Context: an optimization exercise on an open-source flow, tuned for small area and a short achievable clock period. The choices shown serve that exercise and are no tape-out recipe. In this exercise RTL edits were held to simulation tests only and were not proved equivalent to the original. Power figures rest on the tool's default switching activity, not on a simulated workload.

File: design.v
module alu
  #(
    parameter N = 32
    )
   (
    input logic [N-1:0]  src1, src2,
    input logic [3:0]    op,
    output logic [N-1:0] res,
    output logic [3:0]   flags
    );
   logic                 carry_out;
   logic [N:0]           temp;
   assign temp = src1 - src2;
   logic signed [31:0]   temp1, temp2;
   always_comb begin : alu_results
           temp1 = src1;
           temp2 = src2;
      case (op)
        'b0000 : {carry_out, res} = src1 + src2;
        'b0001 : {carry_out, res} = temp;
        'b0010 : {carry_out, res} = {1'b0, src1} & {1'b0, src2};
        'b0011 : {carry_out, res} = {1'b0, src1} | {1'b0, src2};
        'b0101 : begin
           if(temp1 < temp2) {carry_out, res} = 1;
           else {carry_out, res} = 0;
        end
        'b1001 : begin
           if(src1 < src2) {carry_out, res} = 1;
           else {carry_out, res} = 0;
        end
        'b0100 : {carry_out, res} = {1'b0, src1} ^ {1'b0, src2};
        'b0110 : {carry_out, res} = {1'b0, $signed(src1) >>> src2[4:0]};
        'b0111 : {carry_out, res} = {1'b0, src1 >> src2[4:0]};
        'b1000 : {carry_out, res} = {1'b0, src1 << src2[4:0]};
        default : {carry_out, res} = src1 + src2;
      endcase  
   end
   assign flags[0] = & (~res);
   assign flags[1] = res[N-1];
   assign flags[2] = carry_out && (~op[1]);
   assign flags[3] = (~op[1]) && (temp[N-1] ^ src1[N-1]) && (~(~(op[0] ^ src1[N-1]) ^ src2[N-1]));
endmodule  
module register_file
  # (
     parameter N = 32,
     parameter A = $clog2(N)
     )
   (
    input logic          clk, we3, rst,
    input logic [A-1:0]  addr1, addr2, addr3,
    output logic [N-1:0] rd1, rd2,
    input logic [N-1:0]  wd3,
    output logic [N-1:0] x14
    );
   logic [N-1:0]         regs [0:31];
   always_ff @(posedge clk, posedge rst) begin
      if(rst) begin
         for(integer i = 0; i < 32; i = i + 1) begin
            regs[i] <= 32'b0;
         end
      end
      else if(we3) begin
         regs[addr3] <= wd3;
         regs[0] <= 0;
      end
   end
   assign x14 = regs[14];
   assign rd1 = regs[addr1];
   assign rd2 = regs[addr2];
endmodule  
module core
  (
   input clk, rst,
   output [31:0] imem_addr,
   input [31:0] imem_rdata,
   output [31:0] dmem_addr,
   output [31:0] dmem_wdata,
   output dmem_we,
   input [31:0] dmem_rdata,
   output logic [31:0] io_o,
   output [31:0] test
   );
   localparam N = 32;
   localparam A = 5;
   logic [N-1:0] pc, pc_next, pc_plus_4, pc_target;
   logic [N-1:0] instr;
   logic [A-1:0] ra1, ra2, wa3;
   logic [N-1:0] rd1, rd2, wd3;
   logic [N-1:0] result, immExt;
   logic [N-1:0] srcA, srcB, aluResult;
   logic [3:0]   _flags;
   logic [N-1:0] readData, writeData;
   logic         regWrite, pcSrc, memWrite, aluSrc, zero, branch_, jump, io_s;
   logic [3:0]   aluControl;
   logic [2:0]   immSrc;
   logic [3:0]   resultSrc;
   logic [1:0]   aluOp;
   logic [1:0]   writeSrc;
   logic [6:0]   op;
   logic [2:0]   funct3;
   logic         funct7;
    logic [31:0] io;
   assign imem_addr = pc;
   assign instr = imem_rdata;
   register_file regs(
                      .clk(clk),
                      .rst(rst),
                      .we3(regWrite),
                      .addr1(ra1),
                      .addr2(ra2),
                      .rd1(rd1),
                      .rd2(rd2),
                      .addr3(wa3),
                      .wd3(wd3),
                      .x14(test)
                      );
   alu alu(
           .src1(srcA),
           .src2(srcB),
           .op(aluControl),
           .res(aluResult),
           .flags(_flags)
           );
   assign dmem_addr = aluResult;
   assign dmem_wdata = writeData;
   assign dmem_we = memWrite;
   assign readData = dmem_rdata;
    always_ff @(posedge clk or posedge rst) begin
        if(rst) {io_o} <= 32'b0;
        else io_o <= io;
    end
    always_comb begin
        if(io_s == 1'b1) io = writeData;
        else io = io_o;
    end
   always_ff @(posedge rst or posedge clk) begin  
      if(rst) pc <= 0;
      else begin
         pc <= pc_next;
      end
   end
always @* begin
        pc_plus_4 = pc + 4;
        pc_target = (op[4:2] == 3'b001) ? {aluResult[N-1:1], 1'b0} : pc + immExt;
        pc_next = (pcSrc == 1'b1) ? pc_target : pc_plus_4;
   end
   assign ra1 = instr[19:15];
   assign ra2 = instr[24:20];
   assign wa3 = instr[11:7];
   assign wd3 = result;
   assign srcA = rd1;
   assign srcB = (aluSrc == 1'b1) ? immExt : rd2;
   always_comb begin
      case(writeSrc)
        2'b00: writeData = rd2;
        2'b01: writeData = {16'b0, rd2[15:0]};
        2'b10: writeData = {24'b0, rd2[7:0]};
        default: writeData = rd2;
      endcase  
   end
   always_comb begin
      case(immSrc)
        'b000: immExt = {{20{instr[31]}}, instr[31:20]};
        'b001: immExt = {{20{instr[31]}}, instr[31:25], instr[11:7]};
        'b010: immExt = {{20{instr[31]}}, instr[7], instr[30:25], instr[11:8], 1'b0};
        'b011: immExt = {{12{instr[31]}}, instr[19:12], instr[20], instr[30:21], 1'b0};
        'b100: immExt = {instr[31:12], 12'b0};
        default: immExt = {{20{instr[31]}}, instr[31:20]};
      endcase  
   end
   always_comb begin
      case(resultSrc)
        4'b000 : result = aluResult;
        4'b001 : result = readData;
        4'b010 : result = pc_plus_4;
        4'b011 : result = immExt;
        4'b100 : result = pc_target;
        4'b101 : result = {{16{readData[15]}}, readData[15:0]};
        4'b110 : result = {{24{readData[7]}}, readData[7:0]};
        4'b111 : result = {16'b0, readData[15:0]};
        4'b1000: result = {24'b0, readData[7:0]};
        4'b1001: result = io_o;
        default : result = aluResult;
      endcase  
   end
   assign op = instr[6:0];
   assign funct3 = instr[14:12];
   assign funct7 = instr[30];
   assign zero = _flags[0];
   always_comb begin
        io_s = 1'b0;
      case (op)
        7'b0000011: begin    
           regWrite = 1'b1;
           immSrc = 3'b000;
           aluSrc = 1'b1;
           memWrite = 1'b0;
           case(funct3)
             3'b000: resultSrc = 4'b0110;
             3'b001: resultSrc = 4'b0101;
             3'b010: resultSrc = 4'b0001;
             3'b101: resultSrc = 4'b0111;
             3'b100: resultSrc = 4'b1000;
             default: resultSrc = 4'b0001;
           endcase  
            if(aluResult[31] == 1'b0) begin
              resultSrc = 4'b1001;
           end
           branch_ = 1'b0;
           aluOp = 2'b00;
           jump = 1'b0;
           writeSrc = 2'b00;
        end
        7'b0100011: begin     
           regWrite = 1'b0;
           immSrc = 3'b001;
           aluSrc = 1'b1;
            if(aluResult[31] == 0) begin
              io_s = 1'b1;
              memWrite = 1'b0;
           end
           else begin
              memWrite = 1'b1;
              io_s = 1'b0;
           end
           resultSrc = 4'bxxx;
           branch_ = 1'b0;
           aluOp = 2'b00;
           jump = 1'b0;
           case (funct3)
             3'b000: writeSrc = 2'b10;
             3'b001: writeSrc = 2'b01;
             3'b010: writeSrc = 2'b00;
             default: writeSrc = 2'b00;
           endcase  
        end
        7'b0110011: begin    
           regWrite = 1'b1;
           immSrc = 3'bxxx;
           aluSrc = 1'b0;
           memWrite = 1'b0;
           resultSrc = 4'b000;
           branch_ = 1'b0;
           aluOp = 2'b10;
           jump = 1'b0;
           writeSrc = 2'b00;
        end
        7'b1100011: begin   
           regWrite = 1'b0;
           immSrc = 3'b010;
           aluSrc = 1'b0;
           memWrite = 1'b0;
           resultSrc = 4'bxxx;
           branch_ = 1'b1;
           if(funct3 == 3'b000 || funct3 == 3'b001) aluOp = 2'b01;
           else aluOp = 2'b11;
           jump = 1'b0;
           writeSrc = 2'b00;
        end
        7'b0010011: begin  
           regWrite = 1'b1;
           immSrc = 3'b000;
           aluSrc = 1'b1;
           memWrite = 1'b0;
           resultSrc = 4'b000;
           branch_ = 1'b0;
           aluOp = 2'b10;
           jump = 1'b0;
           writeSrc = 2'b00;
        end
        7'b1101111: begin  
           regWrite = 1'b1;
           immSrc = 3'b011;
           aluSrc = 1'bx;
           memWrite = 1'b0;
           resultSrc = 4'b010;
           branch_ = 1'b0;
           aluOp = 2'bxx;
           jump = 1'b1;
           writeSrc = 2'b00;
        end
        7'b1100111: begin  
           regWrite = 1'b1;
           immSrc = 3'b000;
           aluSrc = 1'b1;
           memWrite = 1'b0;
           resultSrc = 4'b010;
           branch_ = 1'b0;
           aluOp = 2'b00;
           jump = 1'b1;
           writeSrc = 2'b00;
        end
        7'b0110111: begin  
           regWrite = 1'b1;
           immSrc = 3'b100;
           aluSrc = 1'bx;
           memWrite = 1'b0;
           resultSrc = 4'b011;
           branch_ = 1'b0;
           aluOp = 2'bxx;
           jump = 1'b0;
           writeSrc = 2'b00;
        end
        7'b0010111: begin  
           regWrite = 1'b1;
           immSrc = 3'b100;
           aluSrc = 1'bx;
           memWrite = 1'b0;
           resultSrc = 4'b100;
           branch_ = 1'b0;
           aluOp = 2'bxx;
           jump = 1'b0;
           writeSrc = 2'b00;
        end
        default: begin
           regWrite = 1'b0;
           immSrc = 3'bxxx;
           aluSrc = 1'bx;
           memWrite = 1'b0;
           resultSrc = 4'bxxx;
           branch_ = 1'b0;
           aluOp = 2'bxx;
           jump = 1'b0;
           writeSrc = 2'b00;
        end
      endcase  
   end  
   always_comb begin
      case(funct3)
        3'b000: pcSrc = (zero && branch_) || jump;
        3'b001: pcSrc = (~zero && branch_) || jump;
        3'b100: pcSrc = (~zero && branch_) || jump;
        3'b101: pcSrc = (zero && branch_) || jump;
        3'b110: pcSrc = (~zero && branch_) || jump;
        3'b111: pcSrc = (zero && branch_) || jump;
        default: pcSrc =  branch_ || jump;
      endcase  
   end
   always_comb begin
      case (aluOp)
        2'b00: aluControl = 4'b0000;
        2'b01: aluControl = 4'b0001;
        2'b10: begin
           case (funct3)
             3'b000: begin
                if({op[5], funct7} == 2'b11) aluControl = 4'b0001;
                else aluControl = 4'b0000;
             end
             3'b001: aluControl = 4'b1000;
             3'b010: aluControl = 4'b0101;
             3'b011: aluControl = 4'b1001;
             3'b100: aluControl = 4'b0100;
             3'b101: begin
                if(funct7 == 1'b1) aluControl = 4'b0110;
                else aluControl = 4'b0111;
             end
             3'b110: aluControl = 4'b0011;
             3'b111: aluControl = 4'b0010;
             default: aluControl = 4'b0000;
           endcase  
        end  
        2'b11: begin
           case(funct3)
             3'b100: aluControl = 4'b0101;
             3'b101: aluControl = 4'b0101;
             3'b110: aluControl = 4'b1001;
             3'b111: aluControl = 4'b1001;
             default: aluControl = 4'b0001;
           endcase  
        end
        default: aluControl = 4'b0000;
      endcase  
   end  
endmodule  
File: run.sh
#!/bin/bash
# synth_recipe.tcl (not shown) runs the flow's synth.tcl, then flattens the netlist and writes it again
# the make line also repeats each setting of config.mk as NAME=value (left out here)
make -C /OpenROAD-flow-scripts/flow DESIGN_CONFIG=/design/flow/config.mk WORK_HOME=/design/flow/orfs CLKGATE_MAP_FILE= SYNTH_SCRIPT=/design/flow/synth_recipe.tcl finish
File: config.mk
export PLATFORM = sky130hd
export DESIGN_NAME = core
export DESIGN_NICKNAME = core
export VERILOG_FILES = /design/flow/design.v
export SDC_FILE = /design/flow/constraint.sdc
export NUM_CORES = 4
export LEC_CHECK = 0
export CAP_MARGIN = 20
export CORE_MARGIN = 2
export CORE_UTILIZATION = 40
export SLEW_MARGIN = 20
File: constraint.sdc
create_clock -name core_clock -period 16.0 [get_ports {clk}]
set_input_delay 3.2000 -clock core_clock [delete_from_list [all_inputs] [get_ports {clk}]]
set_output_delay 3.2000 -clock core_clock [all_outputs]
set_load 0.01 [all_outputs]
==> summary.txt <==
[worst paths after layout]
path                                              start                            end  slack [ps]  cells past startpoint
max                                      imem_rdata[23]                  dmem_addr[30]         580                     26
min                         regs.regs[3][1]$_DFFE_PP0P_    regs.regs[3][1]$_DFFE_PP0P_         500                      2
max reg2reg                regs.regs[28][1]$_DFFE_PP0P_  regs.regs[26][19]$_DFFE_PP0P_        6050                     25
min reg2reg                 regs.regs[3][1]$_DFFE_PP0P_    regs.regs[3][1]$_DFFE_PP0P_         500                      2
max in group asynchronous                           rst  regs.regs[23][28]$_DFFE_PP0P_        9720                      6
min in group asynchronous                           rst   regs.regs[19][3]$_DFFE_PP0P_        3030                      3
[worst max-delay path, stage by stage]
cell and delay [ps]:
clkdlybuf4s50_1 1020, buf_4 340, or3b_2 600, nor2_4 670, buf_4 390, a22oi_1 130, nand2_1 120, nor3_1 50
nand4_1 430, o21ai_0 270, ha_1 520, nand2b_1 220, or3_1 420, nor4_1 210, nand3_1 150, nand4_1 230
a41oi_1 270, o21ai_0 320, a221oi_1 120, or2_2 350, a21o_1 210, o211ai_1 160, o41ai_1 100, a211oi_1 720
inv_1 360, clkdlybuf4s50_1 590
[final cells by class]
cell class              instances  area, um^2  share of cell area (%)
multi-input cells            5745       36360                   48.58
well taps                    2175        2721                   3.636
repair buffers                546        4733                   6.324
clock buffers                 163        3349                   4.475
diodes                         39       97.59                  0.1304
inverters                     126       476.7                  0.6369
clock inverters                55       679.4                  0.9077
flip-flops and latches       1056       26430                   35.31
[cells by family after synthesis]
group | count (synthesis)
buffers and inverters | 842
XOR/XNOR | 70
flip-flops | 1056
multiplexers | 288
adder cells (fa/ha/maj) | 133
AO/OA/AOI/OAI | 2497
AND/OR/NAND/NOR | 2757
[cells in the final DEF, fill, tap and decap left out, types with 121 or more instances in the layout]
cell type	instances
nor2_1	229
ha_1	130
a21oi_1	174
buf_4	312
clkdlybuf4s50_1	220
a22oi_1	478
nand2_1	1205
nand3_1	148
o21ai_0	1037
dfrtp_1	1056
and3_1	512
inv_1	121
mux2_2	163
a2111oi_0	138
[report_power, final]
part           switching [W]  internal, W
sequential          0.000183      0.00279
clock                0.00126      0.00161
combinational        0.00151     0.000679
[per-stage QoR]
stage / hold slack, ps / TNS (ps) / area (um^2)
2_1_floorplan: 455.3 / -1860180 / 65200
3_3_place_gp: 479.5 / 0 / 70650
3_5_place_dp: 487.1 / 0 / 70680
4_1_cts: 500.6 / 0 / 74710
5_1_grt: 530.7 / 0 / 74770
6_report: 501.0 / 0 / 74850
[per-layer routing]
metal | wire length, um | vias up
li1 | - | 28260
met1 | 145600 | 34790
met2 | 165300 | 6466
met3 | 56910 | 2152
met4 | 41740 | 30
met5 | 317 | -
[registers in the layout, indices dropped and copies added, names as in the netlist]
register	flops
io_o	32
regs.regs	992
pc	32
==> flow_metrics.py <==
metrics = {
    "die": {
        "die_w_um": 407.7,
        "core_region_area_mm2": 0.1624,
        "pin_count": 227,
        "start_util_pct": 40.15,
        "rows": 148,
        "die_h_um": 407.7,
        "dieArea_mm2": 0.1662,
    },
    "synthesis": {
        "yosys.cell_types.count": 102,
        "synth-compound-area-share_pct": 25.12,
        "yosysSeqAreaShare_pct": 40.53,
        "synth_commonest_cells": "1,227 x nand2_1, 1,056 x dfrtp_1, 1,053 x o21ai_0, 629 x clkbuf_1, 513 x and3_1",
        "syn-instance-count": 7643,
        "postSynthAreaPerCell_um2": 8.530,
        "ys_ff_latch": 1056,
        "synthSimpleGateAreaFrac_pct": 20.82,
        "ys_top_cells_by_area": "dfrtp_1 41%, o21ai_0 8.1%, nand2_1 7.1%, a22oi_1 5.5%, and3_1 4.9%",
        "yosysWarnings": 4,
        "synth_top_cell_by_area": "dfrtp_1",
        "synthArstFlopShare_pct": 100.0,
        "synth-edff-count": 0,
        "synthXorXnorAreaFrac_pct": 0.9404,
        "synthAdderAreaFrac_pct": 2.587,
        "synth_top_family_by_area": "compound AO/OA/AOI/OAI gates",
        "synth_nets": 7842,
        "synth_most_common_cell": "nand2_1",
        "synth_top_area_share_pct": 40.53,
        "syn_area_mm2": 0.06520,
        "muxShareOfSynthArea_pct": 4.946,
        "synthFlopType": "dfrtp_1",
    },
    "global_route": {
        "grtUsageTotal_pct": 47.66,
        "met3_usage_pct": 18.76,
        "gr-max-usage-layer": "met2",
        "met2_usage_pct": 67.60,
        "grt.overflow.total": 0,
        "grt_pass1_wl_um": 556500,
        "antenna_found_initial": 43,
        "met1_usage_pct": 56.84,
        "first_global_vias": 66530,
        "grt_max_degree": 163,
    },
    "clocking": {
        "clock_path_buffers": 3,
        "cts_hold_buf": 0,
        "h-tree-depth": 3,
        "cts_buffers": 115,
        "root_buffer": "clkbuf_16",
        "clkSlewWorstSetupHoldPaths_ps": 60,
        "clk_latency_ps": 810,
        "post_cts_resized": 0,
        "cts_tree": "done",
        "post-cts-setup-buffer-count": 0,
        "cts.sinks": 1056,
    },
    "layout": {
        "fillers": 15910,
        "final_core_util_pct": 46.09,
        "drive_gt1_share_pct": 11.55,
        "layout.cells.non_filler": 9905,
        "nets": 7789,
        "syn_to_final_growth_pct": 14.80,
    },
    "worst_setup_path": {
        "end_kind": "primary output",
        "critical_path_class": "in2out",
        "arrival_ps": 12220,
        "critPathRequiredTime_ps": 12800,
        "startpoint_type": "input port",
        "crit_fanout": 15,
    },
    "detailed_routing": {
        "vias": 71700,
        "first_pass_iters": 10,
        "detail_route.iter0.violations": 13340,
        "drc_errors": 0,
        "wl_um": 409900,
        "via_per_inst": 7.238,
        "drt-wirelength-per-cell_um": 41.38,
        "antenna_left": 0,
    },
    "sta": {
        "relSlewSlack_pct": 9.484,
        "period_share_pct": 96.39,
        "finalHoldViolCount": 0,
        "rsz0062_at_grt": "false",
        "period_needed_ps": 15420,
        "fmax_mhz": 64.84,
        "setup_slack_ps": 577.7,
        "finalClockSkew_ps": 78.09,
        "setup_violations": 0,
        "finalMaxSlewViolations": 0,
        "worstMarginPinSlew_ps": 1356,
    },
    "power": {
        "power_w": 0.008032,
        "p_leak_nw": 33.80,
        "irDropWorstVdd_mv": 0.09543,
        "cellPowerDensity_mw_per_mm2": 107.3,
    },
    "placed_design": {
        "placed_cells": 9646,
        "hpwlAfterDp_um": 279600,
        "place_ws_ps": 1067,
        "port_buffers": 226,
        "place_congestion": 1.062,
    },
    "job": {
        "maxCapViolations": 0,
    },
    "min_path": {
        "hold_path_class": "reg2reg",
    },
    "outcome": {
        "status": "timing/DRC/antenna clean",
    },
}

port drivers added, routing unchanged:
The flow's constraints put no driver on any port. The routed layout listed below was extracted and timed again, unchanged, in two steps.
Step 1 (the two cells are an assumption about what drives the block):
set clk [get_ports {clk}]
set_driving_cell -lib_cell sky130_fd_sc_hd__clkbuf_16 $clk
set_driving_cell -lib_cell sky130_fd_sc_hd__buf_2 [delete_from_list [all_inputs] $clk]
Step 2 adds t to the input delays and takes it off the output delays; t is the mean of the earliest and latest rising clock arrival at the registers after step 1. Input paths then give back, and output paths get back, about the clock's delay inside the block.
Slacks: ideal ports / drivers / drivers and shift; pairs: ideal ports / drivers.
shift t [ns]: 0.862
setup WS [ns]: 0.578 / 0.552 / 0.552
worst setup path after step 2: input to output
slew at the worst register clock pin (ns): 0.09 / 0.09
worst data-port slew with drivers (ns): 0.30
After both steps setup and hold are still met in this run. For this run, drivers alone change the setup slack by -0.026 ns; drivers and shift together by -0.026 ns.
